Context: an optimization exercise on an open-source flow, tuned for small area and a short achievable clock period. The choices shown serve that exercise and are no tape-out recipe. Function was checked by simulation only, so behaviour that the tests miss may differ from the original. Power figures rest on the tool's default switching activity, not on a simulated workload.

==> flow/design.v, too long to show whole: its modules and the start of the top module <==
// module Decoder_Unit: 23 lines
// module Arithmetic_Unit: 39 lines
// module Mul_Unit: 743 lines
// module FA_Cell: 3 lines
// module Div_Unit: 86 lines
// module Div_Step_1: 9 lines
// module Div_Step_2: 12 lines
// module Div_Step_3: 15 lines
// module Div_Step_4: 20 lines
// module Div_Step_5: 23 lines
// module Div_Step_6: 28 lines
// module Div_Step_7: 33 lines
// module Div_Step_8: 40 lines
// module Div_Step_9: 43 lines
// module Div_Step_10: 48 lines
// module Div_Step_11: 53 lines
// module Div_Step_12: 60 lines
// module Div_Step_13: 65 lines
// module Div_Step_14: 72 lines
// module Div_Step_15: 79 lines
// module Div_Step_16_L: 71 lines
// module Logic_Unit: 32 lines
// module CMP_Unit: 31 lines
// module Shift_Unit: 28 lines
// module alu_top: 48 lines
module alu_top (
    input   CLK,rst,
    input   [3 : 0] ALU_FUNC,
    input   [15 : 0] A,
    input   [15 : 0] B,
    output  [31 : 0] Arith_OUT, Logic_OUT, CMP_OUT,Shift_OUT,
    output  Carry_OUT, Arith_Flag, Logic_Flag, CMP_Flag, Shift_Flag
);
  // ...
==> flow/flow/run.sh <==
#!/bin/bash
# The standard layout with two changes:
# * synthesis maps the divider modules (Div_Unit, Div_Step_*) with ORFS's ABC area
#   script, which gives the faster divider here, and every other module with ORFS's
#   ABC speed script (ABC_AREA 0 in config.mk), which gives the smaller netlist there.
#   Everything else in synthesis is the standard synthesis (synth_recipe.tcl).
# * the port buffers are the smallest buffer cell (sky130_fd_sc_hd__buf_1).
set -euo pipefail
HERE=$(pwd)
# ORFS's synth.tcl with its one abc call split in two
sed 's|^  log_cmd abc {\*}\$abc_args$|  set abc_args_area [lreplace $abc_args 1 1 $::env(SCRIPTS_DIR)/abc_area.script]\n  log_cmd abc {*}$abc_args_area Div_Unit Div_Step_*\n  log_cmd abc {*}$abc_args|' \
    "$FLOW_HOME/scripts/synth.tcl" > "$HERE/synth_mixed.tcl"
grep -q 'abc_args_area Div_Unit' "$HERE/synth_mixed.tcl"
# The standard flow's synthesis script, sourcing that synth.tcl
sed "s|source \$::env(SCRIPTS_DIR)/synth.tcl|source $HERE/synth_mixed.tcl|" synth_recipe.tcl > "$HERE/mixed_synth.tcl"
grep -q "source $HERE/synth_mixed.tcl" "$HERE/mixed_synth.tcl"
# The standard layout command, with that synthesis script
sed "s|SYNTH_SCRIPT=[^ ]*|SYNTH_SCRIPT=$HERE/mixed_synth.tcl|" standard.sh > "$HERE/mixed_standard.sh"
grep -q "SYNTH_SCRIPT=$HERE/mixed_synth.tcl" "$HERE/mixed_standard.sh"
export BUFFER_PORTS_ARGS="-buffer_cell sky130_fd_sc_hd__buf_1"
bash "$HERE/mixed_standard.sh" > standard.log 2>&1
==> flow/standard.sh <==
#!/bin/bash
# synth_recipe.tcl (not shown) runs the flow's synth.tcl, then flattens the netlist and writes it again
# the make line also repeats each setting of config.mk as NAME=value (left out here)
make -C /OpenROAD-flow-scripts/flow DESIGN_CONFIG=/design/flow/config.mk WORK_HOME=/design/flow/orfs CLKGATE_MAP_FILE= SYNTH_SCRIPT=/design/flow/synth_recipe.tcl "${@:-finish}"
==> flow/config.mk <==
export PLATFORM = sky130hd
export DESIGN_NAME = alu_top
export DESIGN_NICKNAME = alu_top
export VERILOG_FILES = /design/flow/design.v
export SDC_FILE = /design/flow/constraint.sdc
export NUM_CORES = 4
export LEC_CHECK = 0
export ABC_AREA = 0
export CAP_MARGIN = 20
export CORE_MARGIN = 2
export CORE_UTILIZATION = 40
export CTS_BUF_LIST = sky130_fd_sc_hd__clkbuf_4 sky130_fd_sc_hd__clkbuf_8
export SLEW_MARGIN = 20
export SYNTH_HIERARCHICAL = 1
export SYNTH_MINIMUM_KEEP_SIZE = 0
==> flow/constraint.sdc <==
create_clock -name core_clock -period 130.0 [get_ports {CLK}]
set_input_delay 26.0000 -clock core_clock [delete_from_list [all_inputs] [get_ports {CLK}]]
set_output_delay 26.0000 -clock core_clock [all_outputs]
set_load 0.01 [all_outputs]
==> out/qor.yml, run 1 <==
timing:
  hold_viol_final: 0
  holdWs_ps: 512
  rsz0062_at_grt: "false"
  fmax_mhz: 23.2
  tightest_slew_ps: 818
  skew_ps: 0
drt:
  vias: 16800
  wl_met2_um: 27500
  via_per_inst: 5.12
  drcViolationCount: 0
  top_layer_used: "met4"
  routed_wl_um: 56200
pwr:
  clock_power_mw: 0.0206
  top_power_group: "combinational cells"
  p_switching_mw: 0.138
  p_seq_share_pct: 12.3
  powerDensity_mw_per_mm2: 13.3
  p_int_mw: 0.123
  pg_seq_mw: 0.0321
placement:
  portBuffers: 125
  dpl.cell_count: 3271
  place.gp.congestion: 0.877
hold_path:
  hp-class: "reg2reg"
  hold_depth: 2
critical_path:
  regToRegStartpoint: "U1.Arith_OUT[24]$_DFFE_PN0P_"
  setup.worst_path.start_class: "input port"
  cp_slowest_stage_delay_ps: 480
finish:
  largest_register_ffs: 32
  final_common_cell: "nand2_1"
  layout-area-overhead-vs-synth_pct: 2.09
  nFillCells: 4863
  inv_count: 281
  buffer_area_share_pct: 3.96
  drive_gt1_share_pct: 12.6
  multiInputGateArea_mm2: 0.0150
die:
  rows: 80
  die_w_um: 223
clock_network:
  clockBufferDepth: 2
  post_cts_buffers: 0
  clk_pin_slew_worst_paths_ps: 100
logic_synthesis:
  synth.avg_cell_area_um2: 7.33
run_status:
  status: "timing/DRC/antenna clean"
global_routing:
  grtUsageTotal_pct: 22.9
  use_met1_pct: 29.8
==> inputs of run 2 (changes only) <==
==> flow/flow/run.sh (replaced) <==
#!/bin/bash
# The standard layout with two changes:
# * synthesis maps the divider modules (Div_Unit, Div_Step_*) with flow/abc_div.script
#   and every other module with flow/abc_other.script (ORFS's area and speed ABC
#   scripts without their "buffer -c" step, whose buffers placement removes anyway).
#   Everything else in synthesis is the standard synthesis (synth_recipe.tcl).
# * the port buffers are the smallest buffer cell (sky130_fd_sc_hd__buf_1).
set -euo pipefail
HERE=$(pwd)
DIV="$HERE/flow/abc_div.script"
OTHER="$HERE/flow/abc_other.script"
# ORFS's synth.tcl with its one abc call split in two
sed "s|^  log_cmd abc {\*}\$abc_args\$|  log_cmd abc {*}[lreplace \$abc_args 1 1 $DIV] Div_Unit Div_Step_*\n  log_cmd abc {*}[lreplace \$abc_args 1 1 $OTHER]|" \
    "$FLOW_HOME/scripts/synth.tcl" > "$HERE/synth_mixed.tcl"
grep -q "abc_div.script\] Div_Unit" "$HERE/synth_mixed.tcl"
# The standard flow's synthesis script, sourcing that synth.tcl
sed "s|source \$::env(SCRIPTS_DIR)/synth.tcl|source $HERE/synth_mixed.tcl|" synth_recipe.tcl > "$HERE/mixed_synth.tcl"
grep -q "source $HERE/synth_mixed.tcl" "$HERE/mixed_synth.tcl"
# The standard layout command, with that synthesis script
sed "s|SYNTH_SCRIPT=[^ ]*|SYNTH_SCRIPT=$HERE/mixed_synth.tcl|" standard.sh > "$HERE/mixed_standard.sh"
grep -q "SYNTH_SCRIPT=$HERE/mixed_synth.tcl" "$HERE/mixed_standard.sh"
export BUFFER_PORTS_ARGS="-buffer_cell sky130_fd_sc_hd__buf_1"
bash "$HERE/mixed_standard.sh" > standard.log 2>&1
==> flow/flow/abc_div.script (new file) <==
strash
dch
map -B 0.9
topo
stime -c
upsize -c
dnsize -c
==> flow/flow/abc_other.script (new file) <==
&get -n
&st
&dch
&nf
&st
&syn2
&if -g -K 6
&synch2
&nf
&st
&syn2
&if -g -K 6
&synch2
&nf
&st
&syn2
&if -g -K 6
&synch2
&nf
&st
&syn2
&if -g -K 6
&synch2
&nf
&st
&syn2
&if -g -K 6
&synch2
&nf
&put
topo
stime -c
upsize -c
dnsize -c
--- a/flow/config.mk
+++ b/flow/config.mk
@@ -8,8 +8,9 @@
 export ABC_AREA = 0
 export CAP_MARGIN = 20
 export CORE_MARGIN = 2
-export CORE_UTILIZATION = 40
+export CORE_UTILIZATION = 65
 export CTS_BUF_LIST = sky130_fd_sc_hd__clkbuf_4 sky130_fd_sc_hd__clkbuf_8
+export PLACE_DENSITY = 0.75
 export SLEW_MARGIN = 20
 export SYNTH_HIERARCHICAL = 1
 export SYNTH_MINIMUM_KEEP_SIZE = 0
==> run 2 against run 1 <==
Against the previous run:
- sequential share of layout area increased by 0.13 points
- critical path depth decreased by 5
- clock skew unchanged
- synthesized cell count decreased by 4.8%
- global-route usage increased by 15 points
- maximum frequency increased by 2.4%
- clock power increased by 14%
- critical endpoint unchanged
- final cell count decreased by 7.3%
- core utilization increased by 29 points
==> out/qor.yml, run 2 <==
die:
  core_area_mm2: 0.0276  # was 0.0475 mm²
  die_w_um: 171  # was 223 µm
  ioPinCount: 171  # unchanged
  chipHeight_um: 171  # was 223 µm
  dieArea_mm2: 0.0292  # was 0.0498 mm²
  initial_utilization_pct: 65.6  # was 40.4%
  rows: 61  # was 80
finish:
  largestRegisters: "U1.Arith_OUT x32, U4.Val x17, U2.Low x16"  # unchanged
  top_register: "U1.Arith_OUT"  # unchanged
  largest_register_ffs: 32  # unchanged
  final_area_mm2: 0.0193  # was 0.0196 mm²
  layout_common_cells: "916 x nand2_1, 256 x fa_1, 241 x nor2_1"  # was 894 x nand2_1, 256 x fa_1, 252 x inv_1
  stdcell_count: 3048  # was 3287
  layout-area-overhead-vs-synth_pct: 6.95  # was 2.09%
  nNetsFinal: 2959  # was 2961
  final_common_cell: "nand2_1"  # unchanged
  drive_gt1_share_pct: 10.9  # was 12.6%
timing:
  maxSlewHeadroom_pct: 34.0  # was 45.5%
  min_period_over_period_pct: 32.4  # was 33.1%
  layout_min_cycle_time_ps: 42090  # was 43090 ps
  tns_ps: 0  # unchanged
  slew_viol_final: 0  # unchanged
  hold_viol_final: 0  # unchanged
  tightest_slew_ps: 991  # was 818 ps
  rsz0062_at_grt: "false"  # unchanged
  fmax_mhz: 23.8  # was 23.2 MHz
  setup_viol: 0  # unchanged
  skew_ps: 0  # unchanged
drt:
  drcViolationCount: 0  # unchanged
  vias: 17300  # was 16800
  via_per_inst: 5.67  # was 5.12
  drt_first_iter_violations: 1387  # was 1224
  postRouteAntennaNets: 0  # unchanged
  routed_wl_um: 52900  # was 56200 µm
  wire_per_inst_um: 17.4  # was 17.1 µm
  drt_pre_antenna_iters: 6  # was 7
critical_path:
  crit_arrival_ps: 42390  # was 43370 ps
  crit_top_cell: "nand2_1"  # unchanged
  r2r_end: "U2.High$_DFFE_PN0P_"  # was U1.Arith_OUT[24]$_DFFE_PN0P_
  worst-setup-path-type: "in2reg"  # unchanged
  crit_required_ps: 130300  # was 130290 ps
  r2r_setup_slack_ps: 129060  # was 129030 ps
  crit_slowest_cell: "clkinv_2"  # was o21ai_0
  setup.worst_path.start_class: "input port"  # unchanged
  end_kind: "register"  # unchanged
  worst-path-max-fanout: 22  # unchanged
  cp_slowest_stage_delay_ps: 390  # was 480 ps
  regToRegStartpoint: "U2.High$_DFFE_PN0P_"  # was U1.Arith_OUT[24]$_DFFE_PN0P_
  worstRegToRegCells: 1  # was 2
clock_network:
  clk_latency_ps: 380  # was 370 ps
  cts_root_buf: "clkbuf_8"  # unchanged
  clk_pin_slew_worst_paths_ps: 90  # was 100 ps
  cts_buffers: 9  # unchanged
  cts_hold_buf: 0  # unchanged
  htreeDepth: 3  # unchanged
  cts_sinks: 73  # unchanged
  post_cts_resized: 0  # unchanged
  clockBufferDepth: 2  # unchanged
  post_cts_buffers: 0  # unchanged
  cts_tree: "built"  # unchanged
placement:
  portBuffers: 125  # unchanged
  dp_hpwl_um: 38800  # was 40500 µm
  placed_area_mm2: 0.0191  # was 0.0194 mm²
  place.gp.congestion: 0.903  # was 0.877
  dpl.cell_count: 3032  # was 3271
pwr:
  p_leak_nw: 8.59  # was 9.21 nW
  powerDensity_mw_per_mm2: 13.9  # was 13.3 mW/mm²
  vdd_drop_max_mv: 0.0186  # was 0.0280 mV
  design_power_total_mw: 0.268  # was 0.261 mW
run:
  drv_cap: 0  # unchanged
global_routing:
  grt_pass1_vias: 17000  # was 16900
  grtUsageTotal_pct: 37.5  # was 22.9%
  grt_overflow: 0  # unchanged
  antenna_found_initial: 1  # was 0
  grt_pass1_wl_um: 84700  # was 90300 µm
  grt_max_degree: 74  # was 59
logic_synthesis:
  synth.avg_cell_area_um2: 7.25  # was 7.33 µm²
  syn_area_mm2: 0.0181  # was 0.0192 mm²
  ys_warn_count: 11  # unchanged
  syn_inst: 2494  # was 2621
hold_path:
  hp-class: "reg2reg"  # unchanged
  hold_path_end: "U4.Val[12]$_DFFE_PN0P_"  # was U4.Val[2]$_DFFE_PN0P_
  worstHoldStart: "U4.Val[12]$_DFFE_PN0P_"  # was U4.Val[2]$_DFFE_PN0P_
  hold_depth: 2  # unchanged
run_status:
  status: "timing/DRC/antenna clean"  # unchanged
## run 2: cell types whose count changed in the layout (fill, tap and decap cells not counted), sizes merged
| cell | previous run | this run |
|---|---|---|
| nor2b | 10 | 20 |
| bufinv | 1 | 3 |
| clkinv | 1 | 187 |
| and2b | 10 | 0 |
| clkbuf | 12 | 13 |
| diode | 0 | 1 |
| buf | 162 | 161 |
| clkinvlp | 2 | 0 |
| inv | 284 | 95 |
## run 2: per-stage QoR
| stage | hold WS [ps] | setup WS [ps] | util, % |
|---|---|---|---|
| after global placement | 481 | 88080 | 69.3 |
| after global routing | 527 | 86410 | 70.2 |
| after floorplan | 529 | 91150 | - |
| after CTS | 509 | 88140 | 70.2 |
| final | 511 | 87910 | 70.2 |
| after detailed placement | 486 | 87840 | 69.3 |
## run 2: report_power, final
group          internal (mW)  switching (mW)
logic                 0.0875           0.125
registers             0.0283         0.00373
clock network         0.0138         0.00962
## run 2: worst max-delay path, delay by kind of cell
| family | cells | cell delay, ps |
|---|---|---|
| compound gates | 23 | 5630 |
| buf+inv | 7 | 1090 |
| mux | 1 | 90 |
| simple gates | 87 | 9520 |
## run 2: worst max-delay path by stage
stage | to | startpoint | slack, ps | depth (start not counted)
detailed placement | U1.Arith_OUT[0]$_DFFE_PN0P_ | B[8] | 87840 | 118
global route | U1.Arith_OUT[0]$_DFFE_PN0P_ | B[8] | 86410 | 122
floorplan | U1.Arith_OUT[0]$_DFFE_PN0P_ | B[9] | 91150 | 115
finish | U1.Arith_OUT[0]$_DFFE_PN0P_ | B[8] | 87910 | 118
global placement | U1.Arith_OUT[0]$_DFFE_PN0P_ | B[8] | 88080 | 122
CTS | U1.Arith_OUT[0]$_DFFE_PN0P_ | B[8] | 88140 | 118
## run 2: cell type report
cell class | instances | area [µm²]
multi-input combinational | 2137 | 14900
fill | 2429 | 8210
sequential | 73 | 1830
inverter | 281 | 1090
timing repair buffer | 163 | 761
tap | 378 | 473
clock buffer | 11 | 151
clock inverter | 4 | 98.8
antenna | 1 | 2.50
## run 2: routing by layer
metal  GRT usage [%]  part of all wire, %  up-vias
met5               0                    0        -
li1                -                    -     8010
met2            61.4                   47      876
met3            9.58                   11      166
met1            47.7                   38     8244
met4            15.1                  3.8        0
==> inputs of run 3 (changes only) <==
--- a/flow/config.mk
+++ b/flow/config.mk
@@ -8,9 +8,8 @@
 export ABC_AREA = 0
 export CAP_MARGIN = 20
 export CORE_MARGIN = 2
-export CORE_UTILIZATION = 65
+export CORE_UTILIZATION = 40
 export CTS_BUF_LIST = sky130_fd_sc_hd__clkbuf_4 sky130_fd_sc_hd__clkbuf_8
-export PLACE_DENSITY = 0.75
 export SLEW_MARGIN = 20
 export SYNTH_HIERARCHICAL = 1
 export SYNTH_MINIMUM_KEEP_SIZE = 0
==> run 3 against run 2 <==
Against the previous run:
- worst hold slack barely moved
- critical path type unchanged
- final area rose by 1.2%
- clock power fell by 12%
- maximum frequency rose by 0.17%
- global-route usage fell by 13 points
- final cell count rose by 7.0%
- sequential share of layout area fell by 0.11 points
==> out/qor.yml, run 3 <==
die:
  dieArea_mm2: 0.0469  # was 0.0292 mm²
  rows: 77  # was 61
  ioPinCount: 171  # unchanged
  die_w_um: 217  # was 171 µm
  core_area_mm2: 0.0444  # was 0.0276 mm²
  chipHeight_um: 217  # was 171 µm
  initial_utilization_pct: 40.7  # was 65.6%
clock_network:
  cts_tree: "built"  # unchanged
  clk_pin_slew_worst_paths_ps: 100  # was 90 ps
  clk_latency_ps: 390  # was 380 ps
  post_cts_resized: 0  # unchanged
  cts_hold_buf: 0  # unchanged
  cts_root_buf: "clkbuf_8"  # unchanged
  clockBufferDepth: 2  # unchanged
  htreeDepth: 3  # unchanged
  cts_sinks: 73  # unchanged
  post_cts_buffers: 0  # unchanged
  cts_buffers: 9  # unchanged
drt:
  routed_wl_um: 55200  # was 52900 µm
  drcViolationCount: 0  # unchanged
  drt_first_iter_violations: 1103  # was 1387
  wire_per_inst_um: 16.9  # was 17.4 µm
  postRouteAntennaNets: 0  # unchanged
  drt_pre_antenna_iters: 5  # was 6
  vias: 16800  # was 17300
  via_per_inst: 5.16  # was 5.67
critical_path:
  crit_slowest_cell: "clkinv_2"  # unchanged
  cp_slowest_stage_delay_ps: 400  # was 390 ps
  end_kind: "register"  # unchanged
  worst-path-buf-inv: 6  # was 7
  crit_required_ps: 130310  # was 130300 ps
  r2r_end: "U2.High$_DFFE_PN0P_"  # unchanged
  worst-setup-path-type: "in2reg"  # unchanged
  crit_top_cell: "nand2_1"  # unchanged
  worst-path-max-fanout: 22  # unchanged
  crit_arrival_ps: 42330  # was 42390 ps
  setup.worst_path.start_class: "input port"  # unchanged
  r2r_setup_slack_ps: 129040  # was 129060 ps
  cp_top_family: "simple AND/OR/NAND/NOR gates"  # unchanged
  regToRegStartpoint: "U2.High$_DFFE_PN0P_"  # unchanged
  worstRegToRegCells: 1  # unchanged
pwr:
  design_power_total_mw: 0.268  # about the same
  p_leak_nw: 8.56  # was 8.59 nW
  p_switching_mw: 0.142  # was 0.139 mW
  p_seq_share_pct: 12.0  # was 11.9%
  combPwrFrac_pct: 80.2  # was 79.4%
  p_int_mw: 0.127  # was 0.130 mW
  switching_share_pct: 52.8  # was 51.7%
  powerDensity_mw_per_mm2: 13.7  # was 13.9 mW/mm²
  clock_power_share_pct: 7.7  # was 8.7%
  vdd_drop_max_mv: 0.0170  # was 0.0186 mV
timing:
  maxSlewHeadroom_pct: 44.1  # was 34.0%
  rsz0062_at_grt: "false"  # unchanged
  fmax_mhz: 23.8  # about the same
  skew_ps: 0  # unchanged
  layout_min_cycle_time_ps: 42020  # was 42090 ps
  tightest_slew_ps: 839  # was 991 ps
  tns_ps: 0  # unchanged
  hold_viol_final: 0  # unchanged
  fin_ws_ps: 87980  # was 87910 ps
  slew_viol_final: 0  # unchanged
  min_period_over_period_pct: 32.3  # was 32.4%
  setup_viol: 0  # unchanged
global_routing:
  grt_max_degree: 59  # was 74
  grt_pass1_wl_um: 89600  # was 84700 µm
  grtUsageTotal_pct: 24.0  # was 37.5%
  grt_overflow: 0  # unchanged
  grt_pass1_vias: 17100  # was 17000
  antenna_found_initial: 0  # was 1
finish:
  drive_gt1_share_pct: 11.0  # was 10.9%
  largest_register_ffs: 32  # unchanged
  final_common_cell: "nand2_1"  # unchanged
  n_antenna_cell: 0  # was 1
  largestRegisters: "U1.Arith_OUT x32, U4.Val x17, U2.Low x16"  # unchanged
  post-route-util_pct: 44.0  # was 70.2%
  nNetsFinal: 2959  # unchanged
  layout-area-overhead-vs-synth_pct: 8.19  # was 6.95%
  layout_common_cells: "916 x nand2_1, 256 x fa_1, 241 x nor2_1"  # unchanged
  final_area_mm2: 0.0196  # was 0.0193 mm²
  top_register: "U1.Arith_OUT"  # unchanged
hold_path:
  hold_path_end: "U4.Val[13]$_DFFE_PN0P_"  # was U4.Val[12]$_DFFE_PN0P_
  worstHoldStart: "U4.Val[13]$_DFFE_PN0P_"  # was U4.Val[12]$_DFFE_PN0P_
  hold_depth: 2  # unchanged
  hp-class: "reg2reg"  # unchanged
run_status:
  status: "timing/DRC/antenna clean"  # unchanged
placement:
  dp_slack_ps: 87670  # was 87840 ps
  dp_hpwl_um: 40200  # was 38800 µm
  portBuffers: 125  # unchanged
  place.gp.congestion: 0.872  # was 0.903
  placed_area_mm2: 0.0194  # was 0.0191 mm²
logic_synthesis:
  syn_area_mm2: 0.0181  # unchanged
  synth.avg_cell_area_um2: 7.25  # unchanged
  syn_inst: 2494  # unchanged
  ys_warn_count: 11  # unchanged
run:
  drv_cap: 0  # unchanged
==> run 3: cell type report <==
cell class | instances | area, µm²
fill | 4555 | 24900
tap | 592 | 741
multi-input combinational | 2137 | 14900
sequential | 73 | 1830
clock inverter | 7 | 82.6
inverter | 281 | 1090
timing repair buffer | 163 | 761
clock buffer | 9 | 124
==> run 3: worst max-delay path by stage <==
| stage | cells after the start | start | slack, ps | end |
|---|---|---|---|---|
| 2_1_floorplan | 115 | B[9] | 91150 | U1.Arith_OUT[0]$_DFFE_PN0P_ |
| 3_3_place_gp | 119 | B[8] | 88090 | U1.Arith_OUT[0]$_DFFE_PN0P_ |
| 3_5_place_dp | 118 | B[8] | 87670 | U1.Arith_OUT[0]$_DFFE_PN0P_ |
| 4_1_cts | 118 | B[8] | 88040 | U1.Arith_OUT[0]$_DFFE_PN0P_ |
| 5_1_grt | 126 | B[8] | 86200 | U1.Arith_OUT[0]$_DFFE_PN0P_ |
| 6_report | 118 | B[8] | 87980 | U1.Arith_OUT[0]$_DFFE_PN0P_ |
==> run 3: power groups by stage <==
stage | logic, mW | clock network [mW] | registers [mW]
5_1_grt | 0.244 | 0.0217 | 0.0328
4_1_cts | 0.217 | 0.0210 | 0.0323
3_5_place_dp | 0.215 | 0 | 0.0327
3_3_place_gp | 0.213 | 0 | 0.0326
2_1_floorplan | 0.150 | 0 | 0.0341
6_report | 0.215 | 0.0207 | 0.0323
==> run 3: metal layers <==
layer  share of wire, %  track usage (%)
met1                 43             31.6
met2                 49             42.2
met3                6.2             2.99
met4                1.7             4.98
met5                  0                0
==> run 3: per-stage QoR <==
stage	hold slack, ps	instances
2_1_floorplan	529	2552
3_3_place_gp	482	3246
3_5_place_dp	484	3246
4_1_cts	506	3262
5_1_grt	535	3262
6_report	512	3262
==> inputs of run 4 (changes only) <==
--- a/flow/flow/run.sh
+++ b/flow/flow/run.sh
@@ -5,6 +5,8 @@
 #   scripts without their "buffer -c" step, whose buffers placement removes anyway).
 #   Everything else in synthesis is the standard synthesis (synth_recipe.tcl).
 # * the port buffers are the smallest buffer cell (sky130_fd_sc_hd__buf_1).
+# * tie cells are not split per load (SKIP_REPAIR_TIE_FANOUT), so the constant
+#   outputs share their tie cells.
 set -euo pipefail
 HERE=$(pwd)
 DIV="$HERE/flow/abc_div.script"
@@ -20,4 +22,5 @@
 sed "s|SYNTH_SCRIPT=[^ ]*|SYNTH_SCRIPT=$HERE/mixed_synth.tcl|" standard.sh > "$HERE/mixed_standard.sh"
 grep -q "SYNTH_SCRIPT=$HERE/mixed_synth.tcl" "$HERE/mixed_standard.sh"
 export BUFFER_PORTS_ARGS="-buffer_cell sky130_fd_sc_hd__buf_1"
+export SKIP_REPAIR_TIE_FANOUT=1
 bash "$HERE/mixed_standard.sh" > standard.log 2>&1
==> run 4 against run 3 <==
Against the previous run:
- sequential share of layout area rose by 0.10 points
- setup slack improved by 240 ps
- synthesized cell count is the same
- final cell count decreased by 1.8%
- register-to-register slack about the same
- clock skew stayed put
- clock-buffer cell count increased by 2
- area after synthesis unchanged
- die area stayed put
- largest cell class unchanged
- highest routed layer unchanged
==> out/qor.yml, run 4 <==
timing:
  tns_ps: 0  # unchanged
  min_period_over_period_pct: 32.1  # was 32.3%
  setup_viol: 0  # unchanged
  hold_viol_final: 0  # unchanged
  skew_ps: 0  # unchanged
  holdWs_ps: 502  # was 512 ps
  rsz0062_at_grt: "false"  # unchanged
  tightest_slew_ps: 793  # was 839 ps
  layout_min_cycle_time_ps: 41780  # was 42020 ps
  fmax_mhz: 23.9  # was 23.8 MHz
  maxSlewHeadroom_pct: 47.2  # was 44.1%
  slew_viol_final: 0  # unchanged
finish:
  largest_register_ffs: 32  # unchanged
  post-route-util_pct: 43.6  # was 44.0%
  layout-area-overhead-vs-synth_pct: 7.02  # was 8.19%
  largestRegisters: "U1.Arith_OUT x32, U4.Val x17, U2.Low x16"  # unchanged
  drive_gt1_share_pct: 11.3  # was 11.0%
  layout_common_cells: "916 x nand2_1, 256 x fa_1, 241 x nor2_1"  # unchanged
  final_area_mm2: 0.0194  # was 0.0196 mm²
  top_register: "U1.Arith_OUT"  # unchanged
  final_common_cell: "nand2_1"  # unchanged
  nNetsFinal: 2901  # was 2959
  n_antenna_cell: 0  # unchanged
clock_network:
  clk_latency_ps: 370  # was 390 ps
  cts_root_buf: "clkbuf_8"  # unchanged
  clockBufferDepth: 2  # unchanged
  clk_pin_slew_worst_paths_ps: 90  # was 100 ps
  cts_buffers: 9  # unchanged
  cts_hold_buf: 0  # unchanged
  cts_tree: "built"  # unchanged
  post_cts_buffers: 0  # unchanged
  post_cts_resized: 0  # unchanged
  htreeDepth: 3  # unchanged
  cts_sinks: 73  # unchanged
global_routing:
  grt_pass1_wl_um: 89100  # was 89600 µm
  grtUsageTotal_pct: 23.7  # was 24.0%
  use_met3_pct: 2.78  # was 2.99%
  antenna_found_initial: 0  # unchanged
  grt_max_degree: 74  # was 59
  use_met1_pct: 31.1  # was 31.6%
  grt_overflow: 0  # unchanged
  grt.busiest_layer: "met2"  # unchanged
  use_met2_pct: 41.6  # was 42.2%
  grt_pass1_vias: 17200  # was 17100
placement:
  placed_area_mm2: 0.0191  # was 0.0194 mm²
  place.gp.congestion: 0.891  # was 0.872
  portBuffers: 125  # unchanged
  dp_hpwl_um: 39600  # was 40200 µm
run:
  drv_cap: 0  # unchanged
pwr:
  design_power_total_mw: 0.264  # was 0.268 mW
  powerDensity_mw_per_mm2: 13.6  # was 13.7 mW/mm²
  vdd_drop_max_mv: 0.0151  # was 0.0170 mV
  p_leak_nw: 8.38  # was 8.56 nW
critical_path:
  worst-path-max-fanout: 22  # unchanged
  crit_slowest_cell: "clkinv_2"  # unchanged
  crit_required_ps: 130290  # was 130310 ps
  cp_slowest_stage_delay_ps: 380  # was 400 ps
  setup.worst_path.start_class: "input port"  # unchanged
  crit_arrival_ps: 42080  # was 42330 ps
  end_kind: "register"  # unchanged
  crit_top_cell: "nand2_1"  # unchanged
  worst-setup-path-type: "in2reg"  # unchanged
die:
  chipHeight_um: 217  # unchanged
  die_w_um: 217  # unchanged
  ioPinCount: 171  # unchanged
  core_area_mm2: 0.0444  # unchanged
  rows: 77  # unchanged
  initial_utilization_pct: 40.7  # unchanged
  dieArea_mm2: 0.0469  # unchanged
hold_path:
  hp-class: "reg2reg"  # unchanged
drt:
  drt_first_iter_violations: 1182  # was 1103
  postRouteAntennaNets: 0  # unchanged
  wire_per_inst_um: 16.8  # was 16.9 µm
  via_per_inst: 5.21  # was 5.16
  vias: 16700  # was 16800
  drt_pre_antenna_iters: 7  # was 5
  drcViolationCount: 0  # unchanged
  routed_wl_um: 54000  # was 55200 µm
logic_synthesis:
  syn_inst: 2494  # unchanged
  syn_area_mm2: 0.0181  # unchanged
  synth.avg_cell_area_um2: 7.25  # unchanged
  ys_warn_count: 11  # unchanged
run_status:
  status: "timing/DRC/antenna clean"  # unchanged
run 4: final timing paths:
path / endpoint / slack, ps / startpoint / cells after the start
worst min register to register: U1.Carry_OUT$_DFFE_PN0P_ / 500 / U1.Carry_OUT$_DFFE_PN0P_ / 1
worst min-delay path: U1.Carry_OUT$_DFFE_PN0P_ / 500 / U1.Carry_OUT$_DFFE_PN0P_ / 1
worst max register to register: U1.Arith_OUT[17]$_DFFE_PN0P_ / 129050 / U1.Arith_OUT[17]$_DFFE_PN0P_ / 2
worst max-delay path: U1.Arith_OUT[0]$_DFFE_PN0P_ / 88220 / B[8] / 122
min in group asynchronous: U1.Arith_OUT[17]$_DFFE_PN0P_ / 25770 / rst / 2
max in group asynchronous: U2.Low[3]$_DFFE_PN0P_ / 103710 / rst / 2
run 4: worst max-delay path: cells and delay by family:
| family | cells | cell delay [ps] |
|---|---|---|
| buf+inv | 10 | 1310 |
| mux | 1 | 100 |
| compound gates | 22 | 4890 |
| simple gates | 89 | 9620 |
run 4: layout make-up:
class,count,area (µm²)
Clock inverter,5,63.8
Multi-Input combinational cell,2079,14700
Inverter,281,1090
Clock buffer,11,145
Fill cell,4509,25100
Sequential cell,73,1830
Tap cell,592,741
Timing Repair Buffer,163,764
run 4: routing by layer:
layer | wire (µm) | vias up | share of wire (%)
li1 | - | 7938 | -
met1 | 22900 | 8127 | 42
met2 | 26400 | 565 | 49
met3 | 3530 | 75 | 6.5
met4 | 1140 | 0 | 2.1
met5 | 0 | - | 0
run 4: report_power, final:
part           internal [mW]  switching, mW  total (mW)  leakage, nW
registers             0.0283        0.00422      0.0325        0.904
logic                 0.0883          0.123       0.211         7.37
clock network        0.00975        0.00994      0.0197        0.104
run 4: metrics by stage:
stage,setup slack [ps],instances
5_1_grt,86270,3204
3_3_place_gp,88250,3188
6_report,88220,3204
3_5_place_dp,87970,3188
4_1_cts,88340,3204
2_1_floorplan,91150,2494

## port drivers added, routing unchanged
The results above use ideal ports. As a check the final layouts listed here were re-extracted and re-timed, cells and wires unchanged. Step 1 assumes that a clkbuf_16 drives the clock port and a buf_2 every other input. Step 2 moves the port delays by t, midway between the first and last clock arrival at a register: inputs arrive t later, outputs are due t later. That takes back most of the time a late clock gives input paths. a / b / c = ideal / step 1 / step 2; a / b = the first two.
run | shift t [ns] | setup WS [ns] | latest minus earliest clock arrival (ns) | slew at the worst register clock pin (ns)
run 1 | 0.409 | 86.913 / 86.932 / 86.523 | 0.022 / 0.022 | 0.11 / 0.11
run 2 | 0.415 | 87.911 / 87.925 / 87.509 | 0.022 / 0.021 | 0.09 / 0.09
run 3 | 0.426 | 87.981 / 87.994 / 87.568 | 0.020 / 0.020 | 0.11 / 0.11
run 4 | 0.409 | 88.217 / 88.234 / 87.825 | 0.014 / 0.015 | 0.10 / 0.10
After both steps every run listed still meets setup and hold. For run 3, which loses most, drivers alone change the setup slack by +0.013 ns; drivers and shift together by -0.413 ns.
